Background: an optimization exercise with open tools, aiming at small area, a short achievable clock period and few clock cycles per item. Do not read the settings as production practice.
In this exercise RTL edits were held to simulation tests only and were not proved equivalent to the original.
No activity file was given, so power comes from the tool's default toggle rates.

**flow/design.v**
```verilog
module sha1_block (
    input wire clk,
    input wire rst,
    input wire start,
    input wire [159:0] context_in,
    input wire [511:0] block,
    output wire done,
    output wire [159:0] context_out);
reg [31:0] a, b, c;       
reg [511:0] win;         
reg [31:0] s;            
reg [31:0] pw;           
reg [31:0] yz;           
reg [6:0] cnt;           
reg [3:0] gk;            
reg [2:0] gf;            
reg busy;
reg f1, f2, f81, f82, f83;   
reg done_r;
assign done = done_r;
assign context_out = {b, rotl2(c), pw, s, a};
wire [31:0] h0 = context_in[159:128];
wire [31:0] h1 = context_in[127:96];
wire [31:0] h2 = context_in[95:64];
wire [31:0] h3 = context_in[63:32];
wire [31:0] h4 = context_in[31:0];
function [31:0] rotl5(input [31:0] x); rotl5 = {x[26:0], x[31:27]}; endfunction
function [31:0] rotr2(input [31:0] x); rotr2 = {x[1:0], x[31:2]}; endfunction
function [31:0] rotl2(input [31:0] x); rotl2 = {x[29:0], x[31:30]}; endfunction
function [31:0] rotl1(input [31:0] x); rotl1 = {x[30:0], x[31]}; endfunction
function [31:0] kconst(input [3:0] g);
    kconst = ({32{g[0]}} & 32'h5A827999) | ({32{g[1]}} & 32'h6ED9EBA1) |
             ({32{g[2]}} & 32'h8F1BBCDC) | ({32{g[3]}} & 32'hCA62C1D6);
endfunction
wire [31:0] wx = rotl1(win[95:64] ^ win[255:224] ^ win[447:416] ^ win[511:480]);
wire [31:0] wb = block[511 - 32*cnt[3:0] -: 32];
wire [31:0] wh = (cnt[1:0] == 2'd0) ? h4 : (cnt[1:0] == 2'd1) ? h3 : h2;
wire [31:0] wn = start ? block[511:480] : (cnt < 7'd16) ? wb : (cnt >= 7'd80) ? wh : wx;
wire [31:0] wq1 = win[31:0];                
wire [31:0] y = rotr2(b), z = c;
wire [31:0] fp = ({32{gf[0]}} & y) | ({32{gf[1]}} & ~yz) | ({32{gf[2]}} & (y | z));
wire [31:0] fq = ({32{gf[0]}} & z) | ({32{gf[1]}} & yz) | ({32{gf[2]}} & (y & z));
wire [31:0] f = (a & fp) | (~a & fq);      
wire [31:0] a_n = rotl5(a) + s;
wire [31:0] s_n = f + pw;
wire [31:0] pw_n = c + kconst(gk) + wq1;
wire [31:0] hb = {32{f82 | f83}} & yz;
always @(posedge clk) begin
    if (rst) begin
        busy <= 1'b0;
        done_r <= 1'b0;
    end else begin
        done_r <= busy && f83;
        if (start) busy <= 1'b1;
        else if (f83) busy <= 1'b0;
    end
    if (start) cnt <= 7'd1;
    else cnt <= cnt + 7'd1;
    f1 <= start;
    f2 <= f1;
    f81 <= busy && !start && (cnt == 7'd80);
    f82 <= busy && !start && (cnt == 7'd81);
    f83 <= busy && !start && (cnt == 7'd82);
    if (start || cnt < 7'd20) gk <= 4'b0001;
    else if (cnt < 7'd40) gk <= 4'b0010;
    else if (cnt < 7'd60) gk <= 4'b0100;
    else if (cnt < 7'd80) gk <= 4'b1000;
    else gk <= 4'b0000;
    gf <= (f81 || f82) ? 3'b000 : {gk[2], gk[1] | gk[3], gk[0]};
    win <= {win[479:0], wn};
    s <= s_n;
    pw <= pw_n;
    yz <= f81 ? h1 : f82 ? h0 : rotr2(a) ^ rotr2(b);
    if (start) begin
        a <= rotl2(h2);
        b <= rotl2(h3);
        c <= h4;
    end else begin
        a <= f1 ? h1 : f2 ? h0 : f83 ? s : a_n;
        b <= a + hb;
        c <= rotr2(b);
    end
end
endmodule
```
**flow/flow/run.sh**
```bash
#!/bin/bash
# The standard ORFS layout (standard.sh), except that the buffers ORFS puts on
# every input and output port are the smallest buffer cell instead of the
# resizer's default choice.
set -euo pipefail
bash standard.sh BUFFER_PORTS_ARGS="-buffer_cell sky130_fd_sc_hd__buf_1" finish > flow_make.log 2>&1
```
**flow/standard.sh**
```bash
#!/bin/bash
# synth_recipe.tcl (not shown) runs the flow's synth.tcl, then flattens the netlist and writes it again
# the make line also repeats each setting of config.mk as NAME=value (left out here)
make -C /OpenROAD-flow-scripts/flow DESIGN_CONFIG=/design/flow/config.mk WORK_HOME=/design/flow/orfs CLKGATE_MAP_FILE= SYNTH_SCRIPT=/design/flow/synth_recipe.tcl "${@:-finish}"
```
**flow/config.mk**
```make
export PLATFORM = sky130hd
export DESIGN_NAME = sha1_block
export DESIGN_NICKNAME = sha1_block
export VERILOG_FILES = /design/flow/design.v
export SDC_FILE = /design/flow/constraint.sdc
export NUM_CORES = 4
export LEC_CHECK = 0
export CAP_MARGIN = 20
export CORE_MARGIN = 2
export CORE_UTILIZATION = 50
export CTS_BUF_LIST = sky130_fd_sc_hd__clkbuf_8
export PLACE_DENSITY = 0.65
export SETUP_SLACK_MARGIN = 2.3
export SLEW_MARGIN = 20
```
**flow/constraint.sdc**
```tcl
create_clock -name core_clock -period 6.0 [get_ports {clk}]
set_input_delay 1.2000 -clock core_clock [delete_from_list [all_inputs] [get_ports {clk}]]
set_output_delay 1.2000 -clock core_clock [all_outputs]
set_load 0.01 [all_outputs]
```
==> key figures, run 1 <==
Status
  – Outcome: complete, no violations

Floorplan
  – Initial Utilization: 50.7%
  – Core box area: 0.0633 mm2
  – Site row count: 92
  – I/O Pins: 836
  – Die Height: 257 um
  – Die W: 257 um
  – Die ar.: 0.0662 mm2

Yosys
  – Yosys cell types: 75
  – Synth cell count leaders: 725 x dfxtp_1, 336 x nand2_1, 279 x o21ai_0
  – Seq/Total Area, Yosys: 45.2%
  – Post-synthesis cell count: 3168
  – Most area-hungry cell type in the Yosys netlist: dfxtp_1
  – Top cells by area, synth: dfxtp_1 45%, mux4_2 6.7%, xnor2_1 5.4%
  – Post-synthesis cell area: 0.0321 mm2
  – Dominant synthesized flop cell: dfxtp_1
  – Synthesized Nets: 4005
  – Most frequent cell after synthesis: dfxtp_1
  – Post-synth ARST share: 0%
  – Syn Area/Cell: 10.1 um2
  – Synth warnings: 1
  – Post-synth EDFFs: 0
  – Synth top area share: 45.2%
  – FF+latch count, synth: 725

STA
  – Final Hold Viols: 0
  – Slack of the critical path: 2.30 ns
  – Fmax: 0.270 GHz
  – TNS Setup: 0 ns
  – Slew @ Worst Pin: 1.22 ns
  – Clk_skew: 0.0433 ns
  – Post-layout min period: 3.70 ns
  – Max-slew headroom at the worst pin: 18.5%
  – Slew Limit Fails: 0
  – # setup viols final: 0
  – RSZ-0062 raised after global routing: true
  – Fin crit share: 61.6%

Critical path
  – Crit path largest cell delay: 0.66 ns
  – Critical path type: flip-flop to flip-flop
  – Worst-path maximum fanout: 8
  – CP cell instances: ha_2, a211oi_2, nor2_1, o41ai_4, buf_4, or4_1, o211ai_2, o21a_1, a221o_2, a21o_1, a211o_1, a22o_1
  – WP data required: 6.62 ns
  – Slowest stage cell, crit path: dfxtp_1
  – Crit start category: flip-flop
  – Worst setup EP type: flip-flop
  – Critical Path AT: 4.31 ns

Global route
  – Vias in the first global route: 27.2k
  – Initial antenna violation count: 30
  – First-pass GRT wire length: 194000 um
  – GRT Residual Overflow: 0
  – Total GRT Usage: 40.9%
  – Largest net degree at the start of global routing: 69

Layout
  – Post-Layout Cell Count: 4957
  – Area of the multi-input gates: 0.0169 mm2
  – Final net count: 4848
  – Register area: 0.0145 mm2
  – P&R area growth vs syn: 21.2%
  – Proportion of layout cells with a drive suffix above 1: 10.2%
  – Fillers: 5728

Clock network
  – Clock Latency Late Sink: 0.75 ns
  – Root buf cell: clkbuf_8
  – CTS Buf Count: 110
  – TritonCTS clock tree: built
  – Clock Tree Buf Depth: 3
  – Register clock-pin slew on the reported worst setup and hold paths: 0.06 ns
  – Clock sinks: 725
  – H-tree level count: 3

Placed design
  – GP Congestion: 1.02
  – Place WS: 1.76 ns
  – IO buf count: 835
  – Cell count after placement: 4729
  – DP HPWL: 112000 um

Drt
  – Drt total wl: 140000 um
  – WL/cell: 28.3 um
  – Vias per cell: 5.83
  – DRC Markers: 0
  – Routed met2 length: 61100 um
  – Via count: 28.9k
  – DRT antenna net count: 0
  – Metal3 WL: 14600 um
  – WL met1: 54600 um
  – Detailed Route Iter0 Violations: 3100
  – Pre-Repair DR Iteration Count: 5
  – Highest routed layer: met5

Power
  – Leakage power: 15.7 nW
  – Max rail drop VDD: 283 uV
  – Power per cell area: 453 mW/mm2

Min path
  – Hold Crit Class: flip-flop to flip-flop

Run
  – Max_cap viols: 0
==> final timing paths <==
kind,from,end,slack (ns),cells past startpoint
max,a[7],b[29],2.30,12
min,win[156],win[188],0.29,0
max reg2reg,a[7],b[29],2.30,12
min reg2reg,win[156],win[188],0.29,0
==> metal layers <==
metal  up-vias  track usage (%)
li1      12999                -
met1     13791             52.0
met2      1732             62.1
met3       366             11.2
met4         8             24.8
met5         -                0
==> layout make-up <==
| cell class | instances | share of cell area (%) |
|---|---|---|
| Multi-Input combinational cell | 2212 | 43.6 |
| Clock buffer | 132 | 4.67 |
| Antenna cell | 20 | 0.129 |
| Clock inverter | 60 | 1.45 |
| Timing Repair Buffer | 884 | 9.30 |
| Inverter | 78 | 0.753 |
| Sequential cell | 725 | 37.4 |
| Tap cell | 846 | 2.72 |
==> critical path, delay by kind of cell, from the launching register on <==
family	cells	cell delay, ns
buf+inv	1	0.20
simple gates	2	0.27
compound gates	8	2.03
flops	1	0.66
fa+ha+maj	1	0.42
==> flip-flops by register name (all words and copies together) (netlist names), 3 cells and up <==
name and flops:
b 32, gk 4, a 32, pw 32
win 512, gf 3, yz 32, cnt 7
c 32, s 32
==> what timing repair did <==
action / 4_1_cts / 5_1_grt
endpoints found under the setup margin: 35 / 41
hold buffers: 0 / 0
gates resized for setup: 24 / 39
pin swaps: 6 / 15
gates cloned: 2 / 1
setup buffers: 3 / 10
==> placed cells by master (no fill, tap or decap), types with 8 or more instances in the layout <==
cell       count
a22oi_1       44
or3_1          9
mux4_2        96
a31oi_1        8
diode_2       20
nand2b_1      15
o31ai_1       13
nand2_1      336
mux2_2        38
a21oi_1      183
and3_1        19
xnor2_1      199
clkinv_2      15
ha_1         125
o21ai_0      273
nor3b_1        8
dfxtp_2       20
nand3_1       31
fa_1          34
bufinv_16     10
clkbuf_8     132
nor2_1       156
buf_4         39
xor2_1        69
o21a_1        57
nor2b_1       48
o211ai_1      83
a211oi_1      48
mux2i_1      103
inv_1        106
a21o_1        57
buf_1        834
o21bai_1       8
dfxtp_1      703
nor3_1        21
==> stage by stage <==
step	utilization (%)	area, um2	total power, mW	hold WS (ns)
final	61.4	38900	17.6	0.294
after global routing	61.4	38900	18.4	0.315
after floorplan	-	32100	10.7	0.310
after CTS	61.0	38600	17.4	0.294
after global placement	57.0	36100	12.9	0.310
after detailed placement	57.0	36100	12.9	0.312
==> report_power, final <==
group / internal (mW) / total [mW] / switching (mW)
sequential: 5.91 / 7.05 / 1.14
clock: 2.43 / 4.41 / 1.98
combinational: 2.65 / 6.14 / 3.49
==> cells by family (layout without fill, tap and decap cells) <==
group,Yosys count,after routing,synth area share [%]
AOI/OAI and AO/OA,857,857,16.8
adders and majority gates,162,162,7.11
buffers and inverters,233,1154,2.73
and+or+nand+nor,684,685,9.42
DFF,725,725,45.2
muxes,237,237,11.3
xor gates and xnor gates,270,271,7.37
other,0,20,0
Testbench counts, summed over its fixed seeds: cycles 43,520, blocks 512.
==> inputs of run 2 (changes only) <==
--- a/flow/design.v
+++ b/flow/design.v
@@ -33,9 +33,14 @@
              ({32{g[2]}} & 32'h8F1BBCDC) | ({32{g[3]}} & 32'hCA62C1D6);
 endfunction
 wire [31:0] wx = rotl1(win[95:64] ^ win[255:224] ^ win[447:416] ^ win[511:480]);
-wire [31:0] wb = block[511 - 32*cnt[3:0] -: 32];
-wire [31:0] wh = (cnt[1:0] == 2'd0) ? h4 : (cnt[1:0] == 2'd1) ? h3 : h2;
-wire [31:0] wn = start ? block[511:480] : (cnt < 7'd16) ? wb : (cnt >= 7'd80) ? wh : wx;
+reg [31:0] wn;
+integer i;
+always @* begin
+    wn = {32{cnt >= 7'd16 && cnt < 7'd80}} & wx;
+    for (i = 0; i < 16; i = i + 1)
+        wn = wn | ({32{cnt == i}} & block[511 - 32*i -: 32]);
+    wn = wn | ({32{cnt == 7'd80}} & h4) | ({32{cnt == 7'd81}} & h3) | ({32{cnt == 7'd82}} & h2);
+end
 wire [31:0] wq1 = win[31:0];                
 wire [31:0] y = rotr2(b), z = c;
 wire [31:0] fp = ({32{gf[0]}} & y) | ({32{gf[1]}} & ~yz) | ({32{gf[2]}} & (y | z));
@@ -54,14 +59,14 @@
         if (start) busy <= 1'b1;
         else if (f83) busy <= 1'b0;
     end
-    if (start) cnt <= 7'd1;
+    if (rst || !(busy || start)) cnt <= 7'd0;
     else cnt <= cnt + 7'd1;
     f1 <= start;
     f2 <= f1;
-    f81 <= busy && !start && (cnt == 7'd80);
-    f82 <= busy && !start && (cnt == 7'd81);
-    f83 <= busy && !start && (cnt == 7'd82);
-    if (start || cnt < 7'd20) gk <= 4'b0001;
+    f81 <= busy && (cnt == 7'd80);
+    f82 <= busy && (cnt == 7'd81);
+    f83 <= busy && (cnt == 7'd82);
+    if (cnt < 7'd20) gk <= 4'b0001;
     else if (cnt < 7'd40) gk <= 4'b0010;
     else if (cnt < 7'd60) gk <= 4'b0100;
     else if (cnt < 7'd80) gk <= 4'b1000;
@@ -76,7 +81,8 @@
         b <= rotl2(h3);
         c <= h4;
     end else begin
-        a <= f1 ? h1 : f2 ? h0 : f83 ? s : a_n;
+        a <= ({32{f1}} & h1) | ({32{f2}} & h0) | ({32{f83}} & s) |
+             ({32{!(f1 | f2 | f83)}} & a_n);
         b <= a + hb;
         c <= rotr2(b);
     end
--- a/flow/config.mk
+++ b/flow/config.mk
@@ -8,7 +8,6 @@
 export CAP_MARGIN = 20
 export CORE_MARGIN = 2
 export CORE_UTILIZATION = 50
-export CTS_BUF_LIST = sky130_fd_sc_hd__clkbuf_8
 export PLACE_DENSITY = 0.65
-export SETUP_SLACK_MARGIN = 2.3
+export SETUP_SLACK_MARGIN = 1.9
 export SLEW_MARGIN = 20
==> run 2 against run 1 <==
Compared with the run above:
- clock power rose by 4.8%
- critical path depth rose by 1
- still clean
- setup slack got worse by 0.18 ns
- register-to-register slack got worse by 0.18 ns
- largest power group unchanged
- power fell by 5.2%
- highest routed layer unchanged
- synthesized area fell by 5.1%
==> key figures, run 2 <==
Global route
  – GRT met2 Usage: 60.5%
  – Initial antenna violation count: 35
  – Largest net degree at the start of global routing: 80
  – Met1 usage: 57.9%
  – M3 GR Usage: 13.1%
  – Busiest grt layer: met2
  – Total GRT Usage: 42.1%
  – Vias in the first global route: 26.8k
  – GRT Residual Overflow: 0
  – First-pass GRT wire length: 189000 um

Layout
  – P&R area growth vs syn: 21.5%
  – Fillers: 5441
  – Most frequent cells in the layout: 834 x buf_1, 721 x dfxtp_1, 223 x nand2_1, 194 x xnor2_1, 154 x a21oi_1
  – Final net count: 4705
  – Register area: 0.0145 mm2
  – Largest register FFs: 512
  – Post-Layout Cell Count: 4723
  – Largest Register: win
  – Most common cell after layout, fill and taps aside: buf_1
  – Area of the multi-input gates: 0.0151 mm2
  – Proportion of layout cells with a drive suffix above 1: 6.29%

Yosys
  – Synthesized Nets: 3891
  – Synth top area share: 47.7%
  – Post-synth ARST share: 0%
  – FF+latch count, synth: 725
  – Post-synthesis cell area: 0.0305 mm2
  – Dominant synthesized flop cell: dfxtp_1
  – Most area-hungry cell type in the Yosys netlist: dfxtp_1
  – Yosys cell types: 78
  – Syn Area/Cell: 9.97 um2
  – Seq/Total Area, Yosys: 47.7%
  – Most frequent cell after synthesis: dfxtp_1
  – Top cells by area, synth: dfxtp_1 48%, xnor2_1 5.6%, ha_1 5.3%
  – Post-synthesis cell count: 3054
  – Synth warnings: 1
  – Post-synth EDFFs: 0
  – Synth cell count leaders: 725 x dfxtp_1, 223 x nand2_1, 194 x xnor2_1

Placed design
  – GP Congestion: 1.02
  – IO buf count: 835
  – DP HPWL: 108000 um
  – Cell count after placement: 4576

Floorplan
  – Initial Utilization: 50.6%
  – Die W: 251 um
  – I/O Pins: 836
  – Core box area: 0.0602 mm2
  – Site row count: 90
  – Die Height: 251 um
  – Die ar.: 0.0629 mm2

Run
  – Max_cap viols: 0

STA
  – Fmax: 0.258 GHz
  – RSZ-0062 raised after global routing: false
  – Max-slew headroom at the worst pin: 30.7%
  – Slew Limit Fails: 0
  – Slew @ Worst Pin: 1.04 ns
  – Final Hold Viols: 0
  – Post-layout min period: 3.88 ns
  – Fin crit share: 64.7%
  – # setup viols final: 0
  – Clk_skew: 0.0409 ns
  – TNS Setup: 0 ns

Power
  – Leakage power: 14.6 nW
  – Power per cell area: 451 mW/mm2
  – Max rail drop VDD: 267 uV
  – Total power: 16.7 mW

Critical path
  – Critical Path AT: 4.41 ns
  – Critical path type: flip-flop to flip-flop
  – WP data required: 6.53 ns
  – Worst-path maximum fanout: 10
  – Worst setup EP type: flip-flop
  – Crit start category: flip-flop

Clock network
  – Register clock-pin slew on the reported worst setup and hold paths: 0.06 ns
  – CTS Buf Count: 72
  – Setup bufs post-CTS: 0
  – Clock Latency Late Sink: 0.64 ns
  – Clock Tree Buf Depth: 3
  – H-tree level count: 3
  – Root buf cell: clkbuf_16
  – Clock sinks: 725
  – Hold_buf cts: 0
  – TritonCTS clock tree: built
  – Post-CTS Resized: 0

Drt
  – WL/cell: 29.2 um
  – Detailed Route Iter0 Violations: 4050
  – Via count: 29.2k
  – Drt total wl: 138000 um
  – Vias per cell: 6.18
  – Pre-Repair DR Iteration Count: 9
  – DRC Markers: 0
  – DRT antenna net count: 0

Status
  – Outcome: complete, no violations

Min path
  – Hold Crit Class: flip-flop to flip-flop
==> run 2: cell types whose count changed after synthesis, sizes merged, moves of 28 or more <==
| cell | before | now |
|---|---|---|
| a211oi | 52 | 21 |
| a21oi | 188 | 155 |
| a221oi | 3 | 134 |
| a222oi | 0 | 28 |
| a22o | 2 | 97 |
| and3 | 20 | 52 |
| inv | 77 | 137 |
| mux2i | 103 | 3 |
| mux4 | 96 | 0 |
| nand2 | 336 | 223 |
| nand4 | 7 | 44 |
| o211ai | 85 | 19 |
| o21ai | 283 | 169 |
==> run 2: cell type report <==
| type | instances | area share (%) |
|---|---|---|
| multi-input combinational | 2058 | 40.7 |
| sequential | 725 | 39.2 |
| timing repair buffer | 874 | 9.27 |
| clock buffer | 102 | 5.66 |
| tap | 782 | 2.64 |
| inverter | 137 | 1.39 |
| clock inverter | 29 | 0.980 |
| antenna | 16 | 0.108 |
==> run 2: layer usage <==
metal	vias to the layer above	wire length, um
met4	20	6170
met3	327	18300
met5	-	182
met1	13982	56400
met2	2104	56800
li1	12751	-
==> run 2: path summary, 6_finish.rpt <==
kind	startpoint	end	slack (ns)	depth (start not counted)
setup / recovery	gk[2]	pw[28]	2.12	13
hold / removal	win[382]	win[414]	0.30	0
setup reg to reg	gk[2]	pw[28]	2.12	13
hold reg to reg	win[382]	win[414]	0.30	0
==> run 2: critical path: stages (launching register included) <==
cell      delay (ns)
dfxtp_1         0.64
nor2_1          0.20
fa_1            0.56
inv_1           0.06
ha_1            0.27
a21o_1          0.17
a21oi_1         0.24
o21bai_1        0.16
a2111o_1        0.44
and2_1          0.18
a21o_1          0.24
o21a_1          0.23
o21a_1          0.19
o311ai_1        0.24
==> run 2: stage by stage <==
stage	area, um2	util, %	worst slack, ns	hold WS, ns
after global routing	37000	61.4	1.90	0.310
after CTS	37000	61.4	1.97	0.300
final	37000	61.4	2.12	0.302
after global placement	34500	57.3	1.99	0.309
after floorplan	30500	-	2.55	0.310
after detailed placement	34500	57.3	1.96	0.312
==> run 2: cells by family after synthesis <==
family | after synthesis | synth area share [%]
compound gates | 923 | 21.7
flops | 725 | 47.7
simple gates | 666 | 10.5
buf+inv | 271 | 3.43
xor+xnor | 262 | 7.53
fa+ha+maj | 162 | 7.49
mux | 45 | 1.65
==> run 2: power by group <==
group          switching, mW  total (mW)  internal (mW)  leakage (nW)
clock network           1.97        4.62           2.65          1.20
registers               1.11        6.93           5.82          6.11
logic                   2.96        5.14           2.17          7.26
Testbench counts of run 2, summed over its fixed seeds: cycles 43,520, blocks 512.
==> inputs of run 3 (changes only) <==
--- a/flow/config.mk
+++ b/flow/config.mk
@@ -9,5 +9,5 @@
 export CORE_MARGIN = 2
 export CORE_UTILIZATION = 50
 export PLACE_DENSITY = 0.65
-export SETUP_SLACK_MARGIN = 1.9
+export SETUP_SLACK_MARGIN = 2.9
 export SLEW_MARGIN = 20
==> run 3 against run 2 <==
Compared with the run above:
- still clean on timing, DRC and antenna
- sequential power about the same
- fmax up 16%
- routed wire length up 5.0%
- power up 4.3%
- first-iteration DRC count increased by 7.4%
- cell count is 3.4% higher
- clock skew decreased by 0.013 ns
- clock power about the same
- critical path depth stayed put
- largest power group unchanged
- highest routed layer unchanged
==> key figures, run 3 <==
Status
  – Outcome: complete, no violations

STA
  – Fin crit share: 55.8%
  – RSZ-0062 raised after global routing: true
  – Post-layout min period: 3.35 ns
  – Slew @ Worst Pin: 1.07 ns
  – Max-slew headroom at the worst pin: 28.4%
  – Slew Limit Fails: 0
  – # setup viols final: 0
  – Clk_skew: 0.0282 ns
  – Final Hold Viols: 0
  – TNS Setup: 0 ns
  – Fmax: 0.299 GHz
  – Min Hold Slack: 0.313 ns

Yosys
  – Largest family of logic cells by synthesized area: compound AO/OA/AOI/OAI gates
  – Post-synthesis cell count: 3054
  – Synth warnings: 1
  – Post-synthesis cell area: 0.0305 mm2
  – Compound-Gate Fraction of Synth Area: 21.7%
  – Syn Area/Cell: 9.97 um2
  – Adder-cell share of the synthesized area: 7.49%
  – Seq/Total Area, Yosys: 47.7%
  – Dominant synthesized flop cell: dfxtp_1
  – Post-synth ARST share: 0%
  – FF+latch count, synth: 725
  – Mux cell area share after synthesis: 1.65%
  – Most frequent cell after synthesis: dfxtp_1
  – Post-synth EDFFs: 0
  – Top cells by area, synth: dfxtp_1 48%, xnor2_1 5.6%, ha_1 5.3%
  – Synthesized Nets: 3891
  – Yosys cell types: 78
  – Synth Area in Simple Gates: 10.5%
  – Synth cell count leaders: 725 x dfxtp_1, 223 x nand2_1, 194 x xnor2_1
  – Most area-hungry cell type in the Yosys netlist: dfxtp_1
  – XOR/XNOR Fraction of Synth Area: 7.53%
  – Synth top area share: 47.7%

Drt
  – Drt total wl: 145000 um
  – WL/cell: 29.6 um
  – Via count: 30.3k
  – Vias per cell: 6.20
  – Pre-Repair DR Iteration Count: 8
  – DRT antenna net count: 0
  – Detailed Route Iter0 Violations: 4350
  – DRC Markers: 0

Layout
  – Largest Register: win
  – Largest register FFs: 512
  – P&R area growth vs syn: 29.6%
  – Final net count: 4864
  – Most frequent cells in the layout: 834 x buf_1, 690 x dfxtp_1, 218 x nand2_1, 191 x xnor2_1, 167 x buf_4
  – Fillers: 5076
  – Most common cell after layout, fill and taps aside: buf_1
  – Post-Layout Cell Count: 4884
  – Proportion of layout cells with a drive suffix above 1: 14.2%

Floorplan
  – Die ar.: 0.0629 mm2
  – Die W: 251 um
  – Site row count: 90
  – Initial Utilization: 50.6%
  – Core box area: 0.0602 mm2
  – I/O Pins: 836
  – Die Height: 251 um

Clock network
  – Clock Tree Buf Depth: 3
  – Root buf cell: clkbuf_16
  – Clock Latency Late Sink: 0.64 ns
  – H-tree level count: 3
  – Clock sinks: 725
  – Register clock-pin slew on the reported worst setup and hold paths: 0.07 ns
  – TritonCTS clock tree: built
  – CTS Buf Count: 75

Critical path
  – Worst-path maximum fanout: 6
  – Internal reg-to-reg setup slack: 2.65 ns
  – WP data required: 6.54 ns
  – Worst setup EP type: flip-flop
  – Critical Path AT: 3.89 ns
  – Critical path type: flip-flop to flip-flop
  – Crit start category: flip-flop

Min path
  – Hold Crit Class: flip-flop to flip-flop

Placed design
  – IO buf count: 835
  – GP Congestion: 1.05
  – DP HPWL: 109000 um
  – Cell count after placement: 4575

Global route
  – GRT Residual Overflow: 0
  – First-pass GRT wire length: 195000 um
  – Initial antenna violation count: 35
  – Largest net degree at the start of global routing: 70
  – Vias in the first global route: 27.9k
  – Total GRT Usage: 43.6%

Power
  – Max rail drop VDD: 291 uV
  – Power per cell area: 441 mW/mm2
  – Leakage power: 15.6 nW
  – Total power: 17.4 mW

Run
  – Max_cap viols: 0
run 3: cell types whose count changed in the layout (fill, tap and decap cells not counted), moves of 18 or more:
cell	change
buf_4	+128
dfxtp_2	+20
ha_4	+18
dfxtp_1	-31
a21oi_1	-18
ha_1	-28
run 3: final timing paths:
path / startpoint / end / cells after the start
min: win[46] / win[78] / 0
max: gk[3] / pw[28] / 13
max reg2reg: gk[3] / pw[28] / 13
min reg2reg: win[46] / win[78] / 0
run 3: worst max-delay path, cell delays in order, from the launching register on:
cell and delay [ns]:
dfxtp_4 0.43, nor2_4 0.06, fa_1 0.51, inv_1 0.05
ha_1 0.26, a21o_1 0.17, a21oi_2 0.19, o21bai_2 0.11
a2111o_1 0.39, and2_4 0.17, a21o_4 0.24, o21a_1 0.23
o21a_1 0.20, o311ai_1 0.22
run 3: final cells by class:
type,count,area [um2],area share [%]
Inverter,137,514,1.30
Multi-Input combinational cell,2063,16100,40.8
Clock inverter,27,350,0.887
Antenna cell,20,50.0,0.127
Sequential cell,725,14600,36.9
Clock buffer,105,2130,5.39
Timing Repair Buffer,1025,4780,12.1
Tap cell,782,978,2.48
run 3: power breakdown:
group	internal, mW	switching (mW)
combinational	2.58	3.22
sequential	5.82	1.13
clock	2.65	2.01
total	11.0	6.35
run 3: metal layers:
layer	vias to the layer above	global-route usage, %	part of all wire (%)
li1	13072	-	-
met1	14450	58.4	39
met2	2257	63.0	41
met3	480	15.3	14
met4	16	19.9	5.7
met5	-	0.772	0.070
run 3: cell families after synthesis:
logic type / after synthesis
xor gates and xnor gates: 262
muxes: 45
adders and majority gates: 162
and+or+nand+nor: 666
buffers and inverters: 271
AOI/OAI and AO/OA: 923
DFF: 725
run 3: metrics by stage:
stage	setup slack, ns	utilization [%]	cell area (um2)
after floorplan	2.83	-	30600
after detailed placement	2.14	57.4	34600
after global routing	2.48	65.5	39500
after global placement	2.20	57.4	34600
after CTS	2.67	63.8	38400
final	2.65	65.5	39500
run 3: repair_timing:
item                                    4_1_cts  5_1_grt
hold buffers                                  0        0
endpoints found under the setup margin       82       80
gates resized for setup                     118      124
setup buffers                                97       51
pin swaps                                    84       90
cloned                                        6        3
==> inputs of run 4 (changes only) <==
--- a/flow/config.mk
+++ b/flow/config.mk
@@ -9,5 +9,5 @@
 export CORE_MARGIN = 2
 export CORE_UTILIZATION = 50
 export PLACE_DENSITY = 0.65
-export SETUP_SLACK_MARGIN = 2.9
+export SETUP_SLACK_MARGIN = 2.3
 export SLEW_MARGIN = 20
==> run 4 against run 3 <==
Compared with the run above:
- clock power barely moved
- still clean on timing, DRC and antenna
- core utilization fell by 3.8 points
- via count fell by 3.8%
- synthesized cell count did not move
- largest power group unchanged
- cell area fell by 5.8%
==> key figures, run 4 <==
Yosys
  – Most frequent cell after synthesis: dfxtp_1
  – Most area-hungry cell type in the Yosys netlist: dfxtp_1
  – Post-synth ARST share: 0%
  – Dominant synthesized flop cell: dfxtp_1
  – Post-synthesis cell count: 3054
  – Largest family of logic cells by synthesized area: compound AO/OA/AOI/OAI gates
  – Synth Area in Simple Gates: 10.5%
  – Synth top area share: 47.7%
  – Adder-cell share of the synthesized area: 7.49%
  – Post-synthesis cell area: 0.0305 mm2
  – Mux cell area share after synthesis: 1.65%
  – Synthesized Nets: 3891
  – FF+latch count, synth: 725
  – Yosys cell types: 78
  – Compound-Gate Fraction of Synth Area: 21.7%
  – Synth warnings: 1
  – Seq/Total Area, Yosys: 47.7%
  – XOR/XNOR Fraction of Synth Area: 7.53%
  – Syn Area/Cell: 9.97 um2
  – Post-synth EDFFs: 0
  – Top cells by area, synth: dfxtp_1 48%, xnor2_1 5.6%, ha_1 5.3%
  – Synth cell count leaders: 725 x dfxtp_1, 223 x nand2_1, 194 x xnor2_1

Layout
  – Post-Layout Cell Count: 4733
  – Final net count: 4712
  – Area of the multi-input gates: 0.0151 mm2
  – Fillers: 5427
  – Most frequent cells in the layout: 834 x buf_1, 713 x dfxtp_1, 223 x nand2_1, 194 x xnor2_1, 152 x a21oi_1
  – Most common cell after layout, fill and taps aside: buf_1
  – P&R area growth vs syn: 22.0%
  – Proportion of layout cells with a drive suffix above 1: 6.87%
  – Final Core Density: 61.7%
  – Register area: 0.0145 mm2
  – Largest register FFs: 512
  – Largest Register: win

STA
  – Slew @ Worst Pin: 1.07 ns
  – Clk_skew: 0.0398 ns
  – # setup viols final: 0
  – Final Hold Viols: 0
  – RSZ-0062 raised after global routing: true
  – TNS Setup: 0 ns
  – Slack of the critical path: 2.40 ns
  – Max-slew headroom at the worst pin: 28.6%
  – Fin crit share: 60.1%
  – Fmax: 0.277 GHz
  – Post-layout min period: 3.60 ns
  – Slew Limit Fails: 0

Placed design
  – IO buf count: 835
  – GP Congestion: 1.02
  – Cell count after placement: 4576
  – DP HPWL: 108000 um
  – Place WS: 1.96 ns

Critical path
  – Register-to-Register Path Depth: 13
  – Levels on crit path: 13
  – Crit path largest cell delay: 0.58 ns
  – Crit start category: flip-flop
  – Crit path max-delay family: compound AO/OA/AOI/OAI gates
  – WP data required: 6.54 ns
  – Critical Path AT: 4.14 ns
  – Worst-path maximum fanout: 5
  – CP cell instances: inv_1, fa_1, inv_1, ha_1, a21o_1, a21oi_2, o21bai_1, a2111o_1, and2_1, a21o_1, o21a_1, o21a_1, o311ai_1
  – Slowest stage cell, crit path: fa_1
  – Internal reg-to-reg setup slack: 2.40 ns
  – Worst setup EP type: flip-flop
  – WP buf/inv: 2
  – Critical path type: flip-flop to flip-flop

Global route
  – Initial antenna violation count: 36
  – Largest net degree at the start of global routing: 80
  – First-pass GRT wire length: 189000 um
  – GRT Residual Overflow: 0
  – Vias in the first global route: 26.9k
  – Total GRT Usage: 42.1%

Floorplan
  – Core box area: 0.0602 mm2
  – Initial Utilization: 50.6%
  – Die W: 251 um
  – Die Height: 251 um
  – Die ar.: 0.0629 mm2
  – Site row count: 90
  – I/O Pins: 836

Drt
  – Via count: 29.1k
  – Detailed Route Iter0 Violations: 4033
  – WL/cell: 29.3 um
  – DRT antenna net count: 0
  – Pre-Repair DR Iteration Count: 8
  – DRC Markers: 0
  – Vias per cell: 6.15
  – Drt total wl: 139000 um

Clock network
  – Register clock-pin slew on the reported worst setup and hold paths: 0.07 ns
  – Clock Latency Late Sink: 0.63 ns
  – Clock sinks: 725
  – H-tree level count: 3
  – CTS Buf Count: 72
  – Hold_buf cts: 0
  – TritonCTS clock tree: built
  – Root buf cell: clkbuf_16
  – Clock Tree Buf Depth: 3

Min path
  – Hold Crit Class: flip-flop to flip-flop
  – Hold-critical path depth: 0

Status
  – Outcome: complete, no violations

Power
  – Leakage power: 14.6 nW
  – Max rail drop VDD: 267 uV
  – Power per cell area: 450 mW/mm2

Run
  – Max_cap viols: 0
run 4: routing by layer:
layer	up-vias	global-route usage, %	wire length (um)	part of all wire, %
li1	12768	-	-	-
met1	13906	57.8	57200	41
met2	2066	60.6	57200	41
met3	359	13.4	17700	13
met4	20	18.3	6260	4.5
met5	-	0.772	175	0.13
run 4: path summary, 6_finish.rpt:
path	from	endpoint
worst max-delay path	c[2]	pw[28]
worst min-delay path	win[478]	win[510]
worst max register to register	c[2]	pw[28]
worst min register to register	win[478]	win[510]
run 4: what timing repair did:
item / CTS / global route
resized for setup: 8 / 24
endpoints found under the setup margin: 14 / 30
buffers inserted: 2 / 5
pin swaps: 1 / 6
run 4: kinds of logic after synthesis:
logic type	after synthesis
XOR/XNOR	262
buffers and inverters	271
multiplexers	45
flip-flops	725
AND/OR/NAND/NOR	666
adder cells (fa/ha/maj)	162
AO/OA/AOI/OAI	923
run 4: power by group:
part	internal [mW]	switching, mW
sequential	5.82	1.11
combinational	2.19	2.98
clock	2.65	1.98
run 4: stage by stage:
step           hold slack (ns)  total power, mW  instance area [um2]
3_5_place_dp             0.312             11.9                34500
3_3_place_gp             0.309             11.9                34500
5_1_grt                  0.310             17.4                37200
6_report                 0.301             16.7                37200
2_1_floorplan            0.310             9.95                30500
4_1_cts                  0.300             16.5                37000
run 4: area by class of cell:
cell class / count / area share (%)
Timing Repair Buffer: 881 / 9.43
Inverter: 137 / 1.38
Antenna cell: 19 / 0.128
Tap cell: 782 / 2.63
Clock buffer: 102 / 5.63
Sequential cell: 725 / 39.1
Clock inverter: 29 / 0.976
Multi-Input combinational cell: 2058 / 40.7
==> inputs of run 5 (changes only) <==
--- a/flow/config.mk
+++ b/flow/config.mk
@@ -9,5 +9,5 @@
 export CORE_MARGIN = 2
 export CORE_UTILIZATION = 50
 export PLACE_DENSITY = 0.65
-export SETUP_SLACK_MARGIN = 2.3
+export SETUP_SLACK_MARGIN = 2.6
 export SLEW_MARGIN = 20
==> run 5 against run 4 <==
Compared with the run above:
- core utilization grew 1.5 points
- critical path depth shrank 1
- cell area grew 2.4%
- combinational power grew 4%
- sequential share of layout area shrank 0.84 points
- count of clock-buffer cells in the layout shrank 4
- register-to-register slack gained 0.21 ns
- setup slack gained 0.21 ns
- flip-flop and latch count is the same
- first-iteration DRC count grew 3.5%
==> key figures, run 5 <==
Floorplan
  – Core box area: 0.0602 mm2
  – Initial Utilization: 50.6%
  – Die Height: 251 um
  – Site row count: 90
  – I/O Pins: 836
  – Die ar.: 0.0629 mm2
  – Die W: 251 um

Min path
  – Hold Crit Class: flip-flop to flip-flop
  – Hold-critical path depth: 0
  – HP Start: win[136]

Drt
  – WL/cell: 29.3 um
  – Vias per cell: 6.20
  – Pre-Repair DR Iteration Count: 9
  – Drt total wl: 140000 um
  – Detailed Route Iter0 Violations: 4174
  – DRT antenna net count: 0
  – Via count: 29.7k
  – DRC Markers: 0

Layout
  – Final Core Density: 63.2%
  – Post-Layout Cell Count: 4785
  – Most frequent cells in the layout: 834 x buf_1, 698 x dfxtp_1, 223 x nand2_1, 194 x xnor2_1, 148 x a21oi_1
  – Fillers: 5293
  – Most common cell after layout, fill and taps aside: buf_1
  – Final net count: 4770
  – Largest Register: win
  – Register area: 0.0146 mm2
  – Area of the multi-input gates: 0.0154 mm2
  – Largest register FFs: 512
  – Proportion of layout cells with a drive suffix above 1: 9.67%
  – P&R area growth vs syn: 25.0%

Placed design
  – GP Congestion: 1.05
  – DP HPWL: 107000 um
  – IO buf count: 835
  – Cell count after placement: 4572
  – Place WS: 2.04 ns

Power
  – Pint: 10.9 mW
  – Power per cell area: 448 mW/mm2
  – Flop pwr share: 40.6%
  – Leakage power: 15.0 nW
  – Part of the power in combinational logic: 31.5%
  – Clock share of power: 27.9%
  – Switching power total: 6.16 mW
  – Switching Share: 36.1%
  – Max rail drop VDD: 290 uV

Clock network
  – Register clock-pin slew on the reported worst setup and hold paths: 0.07 ns
  – Hold_buf cts: 0
  – H-tree level count: 3
  – Clock sinks: 725
  – Clock Latency Late Sink: 0.63 ns
  – TritonCTS clock tree: built
  – Clock Tree Buf Depth: 3
  – Root buf cell: clkbuf_16
  – CTS Buf Count: 72

Critical path
  – Internal reg-to-reg setup slack: 2.61 ns
  – Critical path type: flip-flop to flip-flop
  – Slowest stage cell, crit path: dfxtp_1
  – Worst setup endpoint: s[30]
  – Register-to-Register Path Depth: 12
  – Critical Path AT: 3.86 ns
  – Worst setup EP type: flip-flop
  – Crit path largest cell delay: 0.63 ns
  – Worst-path maximum fanout: 8
  – Crit Reg-Reg Endpoint: s[30]
  – Crit path from: a[3]
  – CP cell instances: a21oi_1, o31ai_1, ha_1, o21ai_0, o21ai_1, a211o_1, a211o_1, a41o_1, o21ai_4, o21ai_4, nand4_1, o211ai_1
  – Worst R2R Start: a[3]
  – Crit start category: flip-flop
  – WP data required: 6.47 ns

STA
  – # setup viols final: 0
  – Fin crit share: 56.5%
  – Post-layout min period: 3.39 ns
  – TNS Setup: 0 ns
  – Final Hold Viols: 0
  – RSZ-0062 raised after global routing: true
  – Min Hold Slack: 0.310 ns
  – Slew @ Worst Pin: 1.30 ns
  – Slew Limit Fails: 0
  – Fmax: 0.295 GHz
  – Clk_skew: 0.0250 ns
  – Slack of the critical path: 2.61 ns
  – Max-slew headroom at the worst pin: 13.2%

Status
  – Outcome: complete, no violations

Yosys
  – Seq/Total Area, Yosys: 47.7%
  – Most area-hungry cell type in the Yosys netlist: dfxtp_1
  – Synth Area in Simple Gates: 10.5%
  – Adder-cell share of the synthesized area: 7.49%
  – Post-synth EDFFs: 0
  – Largest family of logic cells by synthesized area: compound AO/OA/AOI/OAI gates
  – Post-synthesis cell area: 0.0305 mm2
  – Post-synthesis cell count: 3054
  – Top cells by area, synth: dfxtp_1 48%, xnor2_1 5.6%, ha_1 5.3%
  – Synth top area share: 47.7%
  – XOR/XNOR Fraction of Synth Area: 7.53%
  – Post-synth ARST share: 0%
  – Syn Area/Cell: 9.97 um2
  – Compound-Gate Fraction of Synth Area: 21.7%
  – FF+latch count, synth: 725
  – Most frequent cell after synthesis: dfxtp_1
  – Synthesized Nets: 3891
  – Synth cell count leaders: 725 x dfxtp_1, 223 x nand2_1, 194 x xnor2_1
  – Dominant synthesized flop cell: dfxtp_1
  – Synth warnings: 1
  – Mux cell area share after synthesis: 1.65%
  – Yosys cell types: 78

Global route
  – Initial antenna violation count: 31
  – First-pass GRT wire length: 190000 um
  – Vias in the first global route: 27.0k
  – Total GRT Usage: 42.2%
  – Largest net degree at the start of global routing: 75
  – GRT Residual Overflow: 0

Run
  – Max_cap viols: 0
run 5: worst max-delay path, delay by kind of cell, from the launching register on:
| family | cells | cell delay [ns] |
|---|---|---|
| flip-flops | 1 | 0.63 |
| AND/OR/NAND/NOR | 1 | 0.09 |
| adder cells (fa/ha/maj) | 1 | 0.32 |
| AO/OA/AOI/OAI | 10 | 2.19 |
run 5: cell type report:
| class | instances | area share (%) |
|---|---|---|
| multi-input combinational | 2060 | 40.5 |
| sequential | 725 | 38.3 |
| timing repair buffer | 937 | 10.7 |
| clock buffer | 98 | 5.44 |
| tap | 782 | 2.57 |
| inverter | 137 | 1.35 |
| clock inverter | 33 | 1.14 |
| antenna | 13 | 0.0854 |
run 5: how the worst min path moves through the flow:
| stage | end | slack [ns] |
|---|---|---|
| floorplan | win[128] | 0.31 |
| global placement | win[64] | 0.31 |
| detailed placement | win[144] | 0.31 |
| CTS | win[421] | 0.31 |
| global route | win[168] | 0.32 |
| finish | win[168] | 0.31 |
run 5: power by group through the flow:
stage                     clock network [mW]  logic (mW)  registers (mW)
final                                   4.75        5.37            6.92
after global routing                    4.97        5.81            6.94
after CTS                               4.77        5.10            6.84
after detailed placement                   0        4.97            6.92
after global placement                     0        4.98            6.94
after floorplan                            0        3.44            6.51
run 5: timing repair:
item                                    CTS  global route
buffers inserted                         28            36
gates resized for setup                  62            56
pin swaps                                21            51
hold endpoints to repair                  0             0
endpoints found under the setup margin   60            43
cloned                                    1             4
run 5: kinds of logic after synthesis:
kind of cell / after synthesis
buffers and inverters: 271
AND/OR/NAND/NOR: 666
adder cells (fa/ha/maj): 162
XOR/XNOR: 262
AO/OA/AOI/OAI: 923
flip-flops: 725
multiplexers: 45
run 5: metal layers:
| metal | wire length, um | vias to the layer above | global-route usage [%] | share of wire (%) |
|---|---|---|---|---|
| li1 | - | 12890 | - | - |
| met1 | 56900 | 14105 | 57.9 | 41 |
| met2 | 57600 | 2224 | 60.8 | 41 |
| met3 | 18000 | 426 | 12.9 | 13 |
| met4 | 7320 | 20 | 19.3 | 5.2 |
| met5 | 130 | - | 0 | 0.093 |
run 5: stage by stage:
step	cell area, um2	total power, mW
floorplan	30500	9.95
global placement	34500	11.9
detailed placement	34500	11.9
CTS	37500	16.7
global route	38100	17.7
finish	38100	17.0
==> inputs of run 6 (changes only) <==
--- a/flow/config.mk
+++ b/flow/config.mk
@@ -5,9 +5,12 @@
 export SDC_FILE = /design/flow/constraint.sdc
 export NUM_CORES = 4
 export LEC_CHECK = 0
+export ABC_AREA = 1
 export CAP_MARGIN = 20
 export CORE_MARGIN = 2
 export CORE_UTILIZATION = 50
+export CTS_CLUSTER_DIAMETER = 80
+export CTS_CLUSTER_SIZE = 30
 export PLACE_DENSITY = 0.65
 export SETUP_SLACK_MARGIN = 2.6
 export SLEW_MARGIN = 20
==> run 6 against run 5 <==
Compared with the run above:
- still clean on timing, DRC and antenna
- global-route usage is 8.5 points higher
- power decreased by 5.0%
- via count rose by 26%
- non-clock buffer count shrank 69
- die area up 10%
- critical path depth decreased by 1
- synthesized cell count is 48% higher
- fmax is 0.16% lower
- worst hold slack better by 0.014 ns
- clock power shrank about 30%
- highest routed layer unchanged
==> key figures, run 6 <==
Status
  – Outcome: complete, no violations

Critical path
  – Internal reg-to-reg setup slack: 2.60 ns
  – WP buf/inv: 2
  – Critical Path AT: 3.90 ns
  – Crit path max-delay family: compound AO/OA/AOI/OAI gates
  – Slowest stage cell, crit path: dfxtp_1
  – Worst setup EP type: flip-flop
  – Crit path largest cell delay: 0.83 ns
  – Critical path type: flip-flop to flip-flop
  – Worst-path maximum fanout: 6
  – WP data required: 6.50 ns
  – CP cell instances: inv_1, a21oi_1, a31oi_1, ha_1, nand2_1, inv_1, a21oi_2, o21ai_0, nand3_1, nand3_1, nand2_1
  – Crit start category: flip-flop

Layout
  – Most frequent cells in the layout: 1372 x nand2_1, 834 x buf_1, 718 x dfxtp_1, 488 x inv_1, 319 x nor2_1
  – Proportion of layout cells with a drive suffix above 1: 3.23%
  – Fin area: 0.0391 mm2
  – Largest register FFs: 512
  – Fillers: 6570
  – Most common cell after layout, fill and taps aside: nand2_1
  – P&R area growth vs syn: 16.4%
  – Largest Register: win
  – Final net count: 6146

Global route
  – Initial antenna violation count: 43
  – Largest net degree at the start of global routing: 86
  – First-pass GRT wire length: 246000 um
  – GRT Residual Overflow: 0
  – Vias in the first global route: 33.0k
  – Total GRT Usage: 50.7%

Floorplan
  – Core box area: 0.0669 mm2
  – Site row count: 95
  – Die W: 263 um
  – Die Height: 263 um
  – Die ar.: 0.0693 mm2
  – Initial Utilization: 50.2%
  – I/O Pins: 836

Yosys
  – Post-synth EDFFs: 0
  – Compound-Gate Fraction of Synth Area: 12.4%
  – Most area-hungry cell type in the Yosys netlist: dfxtp_1
  – Synth top area share: 43.2%
  – FF+latch count, synth: 725
  – Dominant synthesized flop cell: dfxtp_1
  – Mux cell area share after synthesis: 0%
  – Seq/Total Area, Yosys: 43.2%
  – Post-synthesis cell area: 0.0336 mm2
  – Syn Area/Cell: 7.43 um2
  – Largest family of logic cells by synthesized area: simple AND/OR/NAND/NOR gates
  – Most frequent cell after synthesis: nand2_1
  – Post-synthesis cell count: 4526
  – Post-synth ARST share: 0%
  – Synth Area in Simple Gates: 26.3%
  – Top cells by area, synth: dfxtp_1 43%, nand2_1 15%, inv_1 5.5%
  – Synthesized Nets: 5363
  – XOR/XNOR Fraction of Synth Area: 3.88%
  – Adder-cell share of the synthesized area: 6.79%
  – Yosys cell types: 51
  – Synth cell count leaders: 1372 x nand2_1, 725 x dfxtp_1, 491 x inv_1
  – Synth warnings: 1

STA
  – # setup viols final: 0
  – Slack of the critical path: 2.60 ns
  – Fin crit share: 56.6%
  – Min Hold Slack: 0.325 ns
  – Final Hold Viols: 0
  – Slew @ Worst Pin: 1.16 ns
  – Slew Limit Fails: 0
  – TNS Setup: 0 ns
  – Fmax: 0.294 GHz
  – Max-slew headroom at the worst pin: 21.6%
  – Post-layout min period: 3.40 ns
  – Clk_skew: 0.0437 ns
  – RSZ-0062 raised after global routing: true

Drt
  – DRC Markers: 0
  – Via count: 37.5k
  – DRT antenna net count: 0
  – Detailed Route Iter0 Violations: 5784
  – Drt total wl: 183000 um
  – Pre-Repair DR Iteration Count: 10
  – WL/cell: 29.4 um
  – Vias per cell: 6.01

Clock network
  – Root buf cell: clkbuf_16
  – TritonCTS clock tree: built
  – Clock sinks: 725
  – Clock Latency Late Sink: 0.64 ns
  – Hold_buf cts: 0
  – H-tree level count: 2
  – Register clock-pin slew on the reported worst setup and hold paths: 0.10 ns
  – CTS Buf Count: 42
  – Clock Tree Buf Depth: 3

Placed design
  – IO buf count: 835
  – DP HPWL: 148000 um
  – Place WS: 2.51 ns
  – GP Congestion: 1.16
  – Post-DP Area: 0.0375 mm2

Power
  – Power per cell area: 414 mW/mm2
  – Total power: 16.2 mW
  – Max rail drop VDD: 269 uV
  – Leakage power: 17.9 nW

Min path
  – Hold Crit Class: flip-flop to flip-flop

Run
  – Max_cap viols: 0
## run 6: cell types whose count changed in the layout (fill, tap and decap cells not counted), sizes merged, moves of 81 or more
cell,change
nor2,+180
a21oi,+159
nand3,+228
xnor2,-121
inv,+381
a221oi,-90
nand2,+1152
a22o,-81
## run 6: routing by layer
layer | track usage [%] | up-vias | share of wire [%]
met5 | 1.32 | - | 0.27
met4 | 35.3 | 48 | 8.7
met3 | 27.1 | 859 | 17
met2 | 67.2 | 3194 | 38
met1 | 62.2 | 17125 | 36
li1 | - | 16250 | -
## run 6: cell families after synthesis
group | count (synthesis)
AND/OR/NAND/NOR | 2141
flip-flops | 725
AO/OA/AOI/OAI | 711
buffers and inverters | 638
adder cells (fa/ha/maj) | 162
XOR/XNOR | 149
## run 6: repair_timing
action | 4_1_cts | 5_1_grt
gates resized for setup | 2 | 18
endpoints found under the setup margin | 10 | 28
setup buffers | 0 | 1
cloned | 0 | 0
## run 6: layout make-up
cell class | count | area (um2) | share of cell area, %
multi-input cells | 3163 | 16700 | 42.6
flip-flops and latches | 725 | 14500 | 37.1
repair buffers | 868 | 3420 | 8.75
inverters | 509 | 1910 | 4.88
well taps | 873 | 1090 | 2.79
clock buffers | 43 | 1080 | 2.75
clock inverters | 22 | 337 | 0.860
diodes | 33 | 82.6 | 0.211
## run 6: path summary, 6_finish.rpt
check                                 to  startpoint  cells past startpoint
worst min-delay path            win[128]     win[96]                      0
worst max register to register     s[29]        a[4]                     11
worst max-delay path               s[29]        a[4]                     11
worst min register to register  win[128]     win[96]                      0
## run 6: where the power goes
part           internal [mW]  switching (mW)
clock network           1.46            1.85
registers               5.76            1.25
logic                   1.92            3.96
total                   9.14            7.06
## run 6: stage by stage
stage | instances | utilization (%)
finish | 6236 | 58.5
global route | 6213 | 58.4
CTS | 6202 | 58.2
detailed placement | 6137 | 56.1
global placement | 6137 | 56.1
floorplan | 4526 | -
==> inputs of run 7 (changes only) <==
--- a/flow/config.mk
+++ b/flow/config.mk
@@ -5,7 +5,6 @@
 export SDC_FILE = /design/flow/constraint.sdc
 export NUM_CORES = 4
 export LEC_CHECK = 0
-export ABC_AREA = 1
 export CAP_MARGIN = 20
 export CORE_MARGIN = 2
 export CORE_UTILIZATION = 50
==> run 7 against run 6 <==
Compared with the run above:
- still clean on timing, DRC and antenna
- sequential power fell by 1%
- via count fell by 22%
- combinational power shrank 8.0%
- count of clock-buffer cells in the layout fell by 7
- critical path type unchanged
==> key figures, run 7 <==
Floorplan
  – Die Height: 251 um
  – I/O Pins: 836
  – Die ar.: 0.0629 mm2
  – Die W: 251 um
  – Core box area: 0.0602 mm2
  – Initial Utilization: 50.6%
  – Site row count: 90

Drt
  – Pre-Repair DR Iteration Count: 9
  – DRC Markers: 0
  – Vias per cell: 6.23
  – DRT antenna net count: 0
  – Via count: 29.3k
  – Drt total wl: 138000 um
  – WL/cell: 29.3 um
  – Detailed Route Iter0 Violations: 4377

Clock network
  – H-tree level count: 2
  – Register clock-pin slew on the reported worst setup and hold paths: 0.10 ns
  – Hold_buf cts: 0
  – CTS Buf Count: 35
  – Clock sinks: 725
  – Clock Latency Late Sink: 0.60 ns
  – Root buf cell: clkbuf_16
  – Clock Tree Buf Depth: 3
  – TritonCTS clock tree: built

Yosys
  – Synthesized Nets: 3891
  – Top cells by area, synth: dfxtp_1 48%, xnor2_1 5.6%, ha_1 5.3%
  – Syn Area/Cell: 9.97 um2
  – Most area-hungry cell type in the Yosys netlist: dfxtp_1
  – Post-synthesis cell area: 0.0305 mm2
  – Post-synth EDFFs: 0
  – Synth top area share: 47.7%
  – Yosys cell types: 78
  – Seq/Total Area, Yosys: 47.7%
  – FF+latch count, synth: 725
  – Most frequent cell after synthesis: dfxtp_1
  – Synth warnings: 1
  – Dominant synthesized flop cell: dfxtp_1
  – Post-synthesis cell count: 3054
  – Post-synth ARST share: 0%
  – Synth cell count leaders: 725 x dfxtp_1, 223 x nand2_1, 194 x xnor2_1

Global route
  – GRT Residual Overflow: 0
  – Vias in the first global route: 26.4k
  – Total GRT Usage: 41.6%
  – Initial antenna violation count: 31
  – Largest net degree at the start of global routing: 75
  – First-pass GRT wire length: 187000 um

STA
  – TNS Setup: 0 ns
  – Post-layout min period: 3.41 ns
  – Slew @ Worst Pin: 1.07 ns
  – Clk_skew: 0.0221 ns
  – Slew Limit Fails: 0
  – Fin crit share: 56.8%
  – Final Hold Viols: 0
  – RSZ-0062 raised after global routing: true
  – Fmax: 0.293 GHz
  – Max-slew headroom at the worst pin: 28.4%
  – # setup viols final: 0

Layout
  – Largest register FFs: 512
  – Final net count: 4730
  – Most frequent cells in the layout: 834 x buf_1, 696 x dfxtp_1, 223 x nand2_1, 194 x xnor2_1, 147 x a21oi_1
  – Largest Register: win
  – Proportion of layout cells with a drive suffix above 1: 8.40%
  – P&R area growth vs syn: 20.4%
  – Final Core Density: 60.9%
  – Most common cell after layout, fill and taps aside: buf_1
  – Fin area: 0.0367 mm2

Run
  – Max_cap viols: 0

Power
  – Total power: 15.1 mW
  – Max rail drop VDD: 252 uV
  – Power per cell area: 413 mW/mm2
  – Leakage power: 14.3 nW

Placed design
  – Post-DP Area: 0.0345 mm2
  – IO buf count: 835
  – DP HPWL: 107000 um
  – GP Congestion: 1.05

Critical path
  – Internal reg-to-reg setup slack: 2.59 ns
  – Crit Reg-Reg Endpoint: a[31]
  – Critical path type: flip-flop to flip-flop
  – Worst R2R Start: a[28]
  – Slowest stage cell, crit path: dfxtp_2
  – Crit path largest cell delay: 0.63 ns
  – CP cell instances: ha_1, a211oi_1, o21a_1, o21ai_1, o21ai_1, o21ai_1, a221o_1, a21oi_1, a31oi_1, a21oi_1
  – WP data required: 6.53 ns
  – Worst-path maximum fanout: 9
  – Register-to-Register Path Depth: 10
  – Cell repeated most along the worst path: o21ai_1
  – Crit path max-delay family: compound AO/OA/AOI/OAI gates
  – Worst setup EP type: flip-flop
  – WP buf/inv: 0
  – Critical Path AT: 3.94 ns
  – Crit start category: flip-flop

Status
  – Outcome: complete, no violations

Min path
  – HP Start: win[58]
  – Hold-critical path depth: 0
  – Hold Crit Class: flip-flop to flip-flop
  – Min-Delay Endpoint: win[90]
run 7: cell types whose count changed in the layout (fill, tap and decap cells not counted), sizes merged, moves of 50 or more:
| cell | delta |
|---|---|
| nand2 | -1152 |
| inv | -378 |
| nand3 | -228 |
| nor2 | -181 |
| a21oi | -159 |
| xnor2 | +121 |
| a221oi | +90 |
| a22o | +81 |
| buf | +65 |
| o21a | +58 |
| nand4 | -52 |
| and3 | +50 |
| nor2b | +50 |
run 7: worst register-to-register path: cells and delay by family (launching register included):
kind | cells | cell delay (ns)
flip-flops | 1 | 0.63
adder cells (fa/ha/maj) | 1 | 0.33
AO/OA/AOI/OAI | 9 | 2.38
run 7: cells by family (layout without fill, tap and decap cells):
| logic type | count (synthesis) | count (layout) | synth area share (%) |
|---|---|---|---|
| AND/OR/NAND/NOR | 666 | 667 | 10.5 |
| AO/OA/AOI/OAI | 923 | 923 | 21.7 |
| XOR/XNOR | 262 | 262 | 7.53 |
| adder cells (fa/ha/maj) | 162 | 162 | 7.49 |
| buffers and inverters | 271 | 1122 | 3.43 |
| multiplexers | 45 | 45 | 1.65 |
| flip-flops | 725 | 725 | 47.7 |
| other | 0 | 12 | 0 |
run 7: layout make-up:
class / count / area [um2]
fill: 5437 / 23600
multi-input combinational: 2059 / 15500
sequential: 725 / 14600
timing repair buffer: 935 / 4000
tap: 782 / 978
clock buffer: 36 / 901
inverter: 137 / 514
clock inverter: 14 / 199
antenna: 12 / 30.0
run 7: metal layers:
metal / vias to the layer above / GRT usage, % / wire length, um
met1: 14074 / 58.4 / 56700
met4: 18 / 16.6 / 6210
li1: 12756 / - / -
met2: 2070 / 60.3 / 57100
met3: 376 / 11.7 / 17500
met5: - / 0 / 115
run 7: how the worst max path moves through the flow:
stage | startpoint | end | slack (ns) | cells after the start
floorplan | gk[2] | pw[29] | 2.63 | 14
global placement | gf[2] | s[28] | 2.10 | 13
detailed placement | gf[2] | s[28] | 2.04 | 13
CTS | gk[1] | pw[29] | 2.53 | 14
global route | gf[2] | s[29] | 2.49 | 15
finish | a[28] | a[31] | 2.59 | 10
run 7: where the power goes:
group	total [mW]	internal (mW)	switching, mW	leakage (nW)
Clock	2.82	1.20	1.62	0.538
Combinational	5.41	2.32	3.08	7.63
Sequential	6.92	5.81	1.10	6.11
run 7: metrics by stage:
step	std cells	hold WS, ns	setup WS, ns
after floorplan	3054	0.310	2.63
after global placement	4572	0.310	2.10
after detailed placement	4572	0.312	2.04
after CTS	4649	0.322	2.53
after global routing	4698	0.326	2.49
final	4700	0.322	2.59
run 7: timing repair:
action,in CTS,in global routing
resized for setup,50,86
pin swaps,12,51
gates cloned,1,2
buffers inserted,26,37
setup endpoints to repair,60,45
==> inputs of run 8 (changes only) <==
--- a/flow/config.mk
+++ b/flow/config.mk
@@ -11,5 +11,5 @@
 export CTS_CLUSTER_DIAMETER = 80
 export CTS_CLUSTER_SIZE = 30
 export PLACE_DENSITY = 0.65
-export SETUP_SLACK_MARGIN = 2.6
+export SETUP_SLACK_MARGIN = 2.75
 export SLEW_MARGIN = 20
==> run 8 against run 7 <==
Compared with the run above:
- still clean on timing, DRC and antenna
- setup slack gained 0.0071 ns
- synthesized area is the same
- cell count increased by 0.94%
- fmax up 0.21%
- sequential share of layout area down 0.79 points
- routed wire length grew 0.99%
- clock skew rose by 0.014 ns
- global-route usage increased by 0.71 points
- core utilization up 1.3 points
- worst hold slack got worse by 0.0012 ns
- critical path type unchanged
- critical endpoint is now pw[28]
- largest cell class unchanged
==> key figures, run 8 <==
Layout
  – Final net count: 4762
  – Fillers: 5338
  – Largest Register: win
  – P&R area growth vs syn: 22.9%
  – Most common cell after layout, fill and taps aside: buf_1
  – Most frequent cells in the layout: 834 x buf_1, 690 x dfxtp_1, 222 x nand2_1, 192 x xnor2_1, 140 x a21oi_1
  – Post-Layout Cell Count: 4744
  – Final Core Density: 62.1%
  – Proportion of layout cells with a drive suffix above 1: 10.5%
  – Largest register FFs: 512

Clock network
  – H-tree level count: 2
  – Clock Tree Buf Depth: 3
  – Clock Latency Late Sink: 0.61 ns
  – TritonCTS clock tree: built
  – Register clock-pin slew on the reported worst setup and hold paths: 0.11 ns
  – Root buf cell: clkbuf_16
  – CTS Buf Count: 37
  – Clock sinks: 725
  – Hold_buf cts: 0

Placed design
  – Cell count after placement: 4573
  – GP Congestion: 1.03
  – IO buf count: 835
  – DP HPWL: 109000 um
  – Place WS: 2.01 ns

STA
  – # setup viols final: 0
  – Slew @ Worst Pin: 1.29 ns
  – TNS Setup: 0 ns
  – Final Hold Viols: 0
  – Slack of the critical path: 2.60 ns
  – Post-layout min period: 3.40 ns
  – Max-slew headroom at the worst pin: 13.2%
  – Clk_skew: 0.0362 ns
  – Fin crit share: 56.7%
  – RSZ-0062 raised after global routing: true
  – Fmax: 0.294 GHz
  – Slew Limit Fails: 0

Drt
  – Routed met2 length: 57200 um
  – WL/cell: 29.3 um
  – DRT antenna net count: 0
  – Highest routed layer: met5
  – Metal3 WL: 18500 um
  – WL met1: 56500 um
  – Pre-Repair DR Iteration Count: 9
  – DRC Markers: 0
  – Detailed Route Iter0 Violations: 4237
  – Via count: 29.5k
  – Drt total wl: 139000 um
  – Vias per cell: 6.23

Critical path
  – Slowest stage cell, crit path: fa_1
  – Critical Path AT: 3.90 ns
  – Worst-path maximum fanout: 6
  – WP data required: 6.50 ns
  – Crit path largest cell delay: 0.59 ns
  – Cell repeated most along the worst path: o21a_1
  – Critical path type: flip-flop to flip-flop
  – Crit start category: flip-flop
  – Worst setup EP type: flip-flop
  – CP cell instances: nor2_4, fa_1, inv_1, ha_1, a21o_1, a21oi_2, o21bai_2, a2111o_1, and2_4, a21o_4, o21a_1, o21a_1, o311ai_1

Floorplan
  – Site row count: 90
  – Die ar.: 0.0629 mm2
  – I/O Pins: 836
  – Die W: 251 um
  – Initial Utilization: 50.6%
  – Core box area: 0.0602 mm2
  – Die Height: 251 um

Yosys
  – Synthesized Nets: 3891
  – Post-synthesis cell count: 3054
  – Synth top area share: 47.7%
  – Synth cell count leaders: 725 x dfxtp_1, 223 x nand2_1, 194 x xnor2_1
  – Most area-hungry cell type in the Yosys netlist: dfxtp_1
  – Post-synth EDFFs: 0
  – Most frequent cell after synthesis: dfxtp_1
  – Syn Area/Cell: 9.97 um2
  – Top cells by area, synth: dfxtp_1 48%, xnor2_1 5.6%, ha_1 5.3%
  – Dominant synthesized flop cell: dfxtp_1
  – Seq/Total Area, Yosys: 47.7%
  – Synth warnings: 1
  – Yosys cell types: 78
  – Post-synthesis cell area: 0.0305 mm2
  – FF+latch count, synth: 725
  – Post-synth ARST share: 0%

Global route
  – Total GRT Usage: 42.3%
  – First-pass GRT wire length: 191000 um
  – Largest net degree at the start of global routing: 75
  – GRT Residual Overflow: 0
  – Vias in the first global route: 27.1k
  – Initial antenna violation count: 30

Power
  – Max rail drop VDD: 333 uV
  – Leakage power: 14.5 nW
  – Total power: 15.7 mW
  – Power per cell area: 418 mW/mm2

Run
  – Max_cap viols: 0

Min path
  – Hold Crit Class: flip-flop to flip-flop

Status
  – Outcome: complete, no violations
run 8: changes by cell type in the layout (fill, tap and decap cells not counted), sizes merged:
cell	change
buf	+32
clkinv	+5
diode	+8
clkinvlp	+1
clkbuf	-1
inv	-1
run 8: layout make-up:
class	count	area (um2)	area share (%)
timing repair buffer	965	4300	11.5
multi-input combinational	2059	15700	42.1
antenna	20	50.0	0.134
clock inverter	19	335	0.896
tap	782	978	2.61
inverter	137	514	1.37
sequential	725	14600	39.0
clock buffer	37	926	2.47
run 8: cells by family after synthesis:
family | share of synthesized area (%)
compound gates | 21.7
xor+xnor | 7.53
mux | 1.65
simple gates | 10.5
fa+ha+maj | 7.49
buf+inv | 3.43
flops | 47.7
run 8: per-stage QoR:
step	instance area, um2	hold WS (ns)
6_report	37400	0.321
3_5_place_dp	34500	0.312
4_1_cts	36600	0.324
5_1_grt	37400	0.331
2_1_floorplan	30500	0.310
3_3_place_gp	34500	0.310
run 8: routing by layer:
layer,track usage (%),vias up
li1,-,12824
met1,58.9,14116
met2,60.5,2185
met3,12.3,395
met4,18.9,12
met5,1.24,-
run 8: timing repair:
item,CTS,global route
endpoints found under the setup margin,74,56
gates resized for setup,95,116
buffers inserted,51,41
pin swaps,44,83
gates cloned,3,0
endpoints found under the hold margin,0,0
run 8: worst paths after layout:
| check | startpoint | to | slack [ns] | cells past startpoint |
|---|---|---|---|---|
| setup reg to reg | gk[2] | pw[28] | 2.60 | 13 |
| hold reg to reg | win[118] | win[150] | 0.32 | 0 |
| setup / recovery | gk[2] | pw[28] | 2.60 | 13 |
| hold / removal | win[118] | win[150] | 0.32 | 0 |
run 8: critical path: cells and delay by family, from the launching register on:
family	cells	cell delay, ns
compound gates	8	1.73
fa+ha+maj	2	0.85
flops	1	0.43
simple gates	2	0.23
buf+inv	1	0.06
run 8: where the power goes:
group          switching (mW)  total (mW)  leakage, nW  internal, mW
sequential               1.11        6.92         6.11          5.81
combinational            3.19        5.72         7.83          2.53
clock                    1.74        3.02        0.598          1.28

[static timing again, ports no longer ideal]
Ports are ideal in the flow. The routed layouts listed here were re-timed in OpenROAD. Step 1, drivers: a clkbuf_16 drives clk and a buf_2 each remaining input, both assumed. Step 2 moves the port delays by t, midway between the first and last clock arrival at a register: inputs arrive t later, outputs are due t later. That takes back most of the time a late clock gives input paths. a / b / c = ideal ports / drivers / drivers and shift; a / b = the first two.
run | t (ns) | slack for setup (ns) | worst setup path at the end | clock arrival spread, ns | worst data-port slew with drivers (ns)
run 1 | 0.784 | 2.302 / 2.302 / 2.302 | register to register | 0.052 / 0.051 | 0.34
run 2 | 0.679 | 2.119 / 2.119 / 2.119 | register to register | 0.043 / 0.043 | 0.21
run 3 | 0.693 | 2.652 / 2.652 / 2.652 | register to register | 0.029 / 0.029 | 0.27
run 4 | 0.678 | 2.396 / 2.396 / 2.396 | register to register | 0.043 / 0.043 | 0.21
run 5 | 0.677 | 2.608 / 2.608 / 2.608 | register to register | 0.031 / 0.031 | 0.21
run 6 | 0.688 | 2.602 / 2.602 / 2.602 | register to register | 0.044 / 0.045 | 0.28
run 7 | 0.666 | 2.592 / 2.592 / 2.592 | register to register | 0.022 / 0.022 | 0.19
run 8 | 0.659 | 2.599 / 2.599 / 2.599 | register to register | 0.036 / 0.036 | 0.32
After both steps every run listed still meets setup and hold.
